Source: an optimization exercise on an open RTL-to-GDS flow (aim: small area). Production flows keep margins and buffers that such runs may drop. The RTL was checked by simulation tests, not by an equivalence proof against the original design. No activity file was given, so power comes from the tool's default toggle rates.

==> flow/design.v <==
module lcd_i2c_top(
    input           clk,                     
    input           rst_n,                   
    input  [6:0]    i2c_addr,                
    input  [127:0]  row1,                    
    input  [127:0]  row2,                    
    input           sda_in,                  
    output          scl,                     
    output          sda_low                  
);
    reg  [6:0]  pre;
    wire        tick = (pre == 7'd113);
    always @(posedge clk, negedge rst_n) begin
        if (!rst_n)
            pre <= 7'd48;
        else
            pre <= {pre[5:0], pre[6] ^ pre[5] ^ tick};
    end
    reg  [3:0]  c;
    reg  [4:0]  r;
    reg  [2:0]  y;                           
    reg  [1:0]  s;                           
    reg  [3:0]  j;                           
    reg         scl_r, sl;
    assign scl     = scl_r;
    assign sda_low = sl;
    wire        A     = y[2];
    wire [2:0]  kb    = r[3:1];              
    wire        cend  = (c == 4'd15);
    wire        fin_b = (y == 3'b011);       
    wire        done  = (s == 2'd0) && (j == 4'd0);
    wire        hold  = (r == 5'd17 && c == 4'd3 && sda_in) || (done && r == 5'd22);
    wire        inc   = tick && !hold;
    wire        gend  = (!y[2] && !y[0]) ? (r == 5'd26 && c == 4'd5)
                                         : (r == 5'd21 && c == 4'd8 && !fin_b);
    wire [255:0] rows = {row1, row2};
    wire [255:0] rrev;
    genvar g;
    generate
        for (g = 0; g < 256; g = g + 1) begin : rv
            assign rrev[g] = rows[255 - g];
        end
    endgenerate
    wire [7:0]  l1 = ~(8'd1 << {A ? kb[2] : y[1], kb[1:0]});
    wire [7:0]  l2 = ~(8'd1 << j[2:0]);
    wire [3:0]  l3 = ~(4'd1 << {s[1], j[3]});
    wire [31:0] m1;
    wire [3:0]  m2;
    generate
        for (g = 0; g < 32; g = g + 1) begin : s1
            assign m1[g] = &(rrev[g*8 +: 8] | l1);
        end
        for (g = 0; g < 4; g = g + 1) begin : s2
            assign m2[g] = &(m1[g*8 +: 8] | l2);
        end
    endgenerate
    wire        rbit = &(m2 | l3);
    function [7:0] rev8(input [7:0] v);
        rev8 = {v[0], v[1], v[2], v[3], v[4], v[5], v[6], v[7]};
    endfunction
    wire [7:0]  cg;
    assign cg[0] = 1'b0;
    assign cg[1] = 1'b0;
    assign cg[2] = &(rev8(8'h02) | l1);
    assign cg[3] = &(rev8(8'h28) | l1);
    assign cg[4] = &(rev8(8'h0C) | l1);
    assign cg[5] = &(rev8(8'h06) | l1);
    assign cg[6] = &(rev8(8'h01) | l1);
    assign cg[7] = &(rev8({1'b1, s[1], 6'd0}) | l1);     
    wire        cbit = &(cg | l2);
    wire        dbit = s[0] ? rbit : cbit;
    reg         tail;
    always @(*) begin
        case (kb[1:0])
            2'd0:    tail = 1'b1;            
            2'd1:    tail = ~y[0];           
            2'd2:    tail = 1'b0;            
            default: tail = s[0];            
        endcase
    end
    wire [7:0]  arev  = {1'b0, i2c_addr[0], i2c_addr[1], i2c_addr[2], i2c_addr[3], i2c_addr[4], i2c_addr[5], i2c_addr[6]};
    wire        abit  = &(arev | l1);
    wire        bit_o = A ? abit : (kb[2] ? tail : dbit);
    always @(posedge clk, negedge rst_n) begin
        if (!rst_n) begin
            c     <= 4'd10;
            r     <= 5'd27;
            y     <= 3'b100;
            s     <= 2'd0;
            j     <= 4'd10;
            scl_r <= 1'b1;
            sl    <= 1'b0;
        end else if (tick) begin
            if (!r[4])
                scl_r <= r[0];
            else if (r == 5'd16 || r == 5'd18 || r == 5'd30)
                scl_r <= 1'b0;
            else if ((r == 5'd17 && c != 4'd3) || (r == 5'd20 && fin_b))
                scl_r <= 1'b1;
            if (!r[4] && !r[0] && c == 4'd6)
                sl <= ~bit_o;                                
            else if (r == 5'd16)
                sl <= 1'b0;                                  
            else if (r == 5'd29)
                sl <= 1'b1;                                  
            else if (r == 5'd20 && c == 4'd6 && !fin_b)
                sl <= A | ~s[0];                             
            if (inc) begin
                if (gend) begin
                    c <= 4'd5;
                    r <= 5'd0;
                    y <= y[2] ? 3'b000 : y + 3'd1;
                end else if (cend) begin
                    r <= (r == 5'd30) ? 5'd0 : r + 5'd1;
                    if (r == 5'd16)
                        c <= 4'd3;
                    else if (r == 5'd21 && fin_b) begin
                        c <= 4'd12;
                        y <= 3'b100;
                        j <= (s == 2'd1 && j == 4'd15) ? j : j + 4'd1;
                        s <= (j == 4'd15) ? s + 2'd1 : s;
                    end else
                        c <= 4'd5;
                end else
                    c <= c + 4'd1;
            end
        end
    end
endmodule
Settings: LEC_CHECK=0, CAP_MARGIN=0, CORE_MARGIN=2, CORE_UTILIZATION=40, GPL_TIMING_DRIVEN=0, SLEW_MARGIN=0; clock period 10.0 ns.
standard.sh (not shown) runs the stock make flow with config.mk's settings and CLKGATE_MAP_FILE= SYNTH_SCRIPT=/design/flow/synth_recipe.tcl, a recipe that flattens the netlist after the stock synthesis.
==> flow/flow/run.sh <==
#!/bin/bash
# Layout flow: the standard ORFS flow (standard.sh) with two changes.
#  - Synthesis maps the logic with an area-oriented ABC script (flow/abc.script, used in
#    place of ORFS's abc_speed.script in a private copy of ORFS's scripts folder) and
#    without ORFS's adder extraction (ADDER_MAP_FILE empty). Registers are mapped exactly
#    as in the standard synthesis (same names and cells).
#  - Every input and output port is buffered with sky130_fd_sc_hd__buf_1.
# make's output goes to flow_make.log here; each ORFS step also logs to orfs/logs/.
set -euo pipefail
W=$(pwd)
rm -rf "$W/orfs_scripts"
cp -r "$FLOW_HOME/scripts" "$W/orfs_scripts"
cp "$W/flow/abc.script" "$W/orfs_scripts/abc_speed.script"
bash standard.sh "SCRIPTS_DIR=$W/orfs_scripts" "ADDER_MAP_FILE=" \
    'BUFFER_PORTS_ARGS=-buffer_cell sky130_fd_sc_hd__buf_1' finish > flow_make.log 2>&1
==> flow/flow/abc.script <==
strash
&get -n
&dch -f
&nf -R 1000
&put
The first run completed with no timing, DRC or antenna violations.
Rerun with:
- CAP_MARGIN: 0 -> 20
- CTS_BUF_LIST: not set -> sky130_fd_sc_hd__clkbuf_8
- CTS_CLUSTER_DIAMETER: not set -> 200
- CTS_CLUSTER_SIZE: not set -> 30
- SLEW_MARGIN: 0 -> 20
What happened: The changed run finished clean; cell count falls by 0.42%; clock skew is about the same; first-iteration DRC count rises by 0.50%; design area falls by 1.1%; worst hold slack is worse by 0.0070 ns; non-clock buffer count falls by 3; synthesized area stays the same; sequential cell count is unchanged; clock power falls by 5.6%; sequential share of layout area rises by 0.20 points.

[port drivers added, routing unchanged]
In the flow no input, the clock included, has a driving cell. The finished layouts below were timed again as built, in two steps. Step 1, drivers: a clkbuf_16 drives clk and a buf_2 each remaining input, both assumed. Step 2 also shifts input and output timing later by t, the mid clock arrival at the registers, as if the neighbouring blocks saw the same clock. a / b / c = ideal ports / drivers / drivers and shift; a / b = the first two.
| run | t, ns | slack for setup (ns) | clock arrival spread, ns |
|---|---|---|---|
| the first run | 0.307 | 5.842 / 5.842 / 5.692 | 0.012 / 0.012 |
| the second run | 0.300 | 5.996 / 5.972 / 5.671 | 0.014 / 0.015 |
After both steps every run listed still meets setup and hold. The setup slack of the second run, which loses most, moves by -0.024 ns with the drivers and by -0.325 ns with both steps.
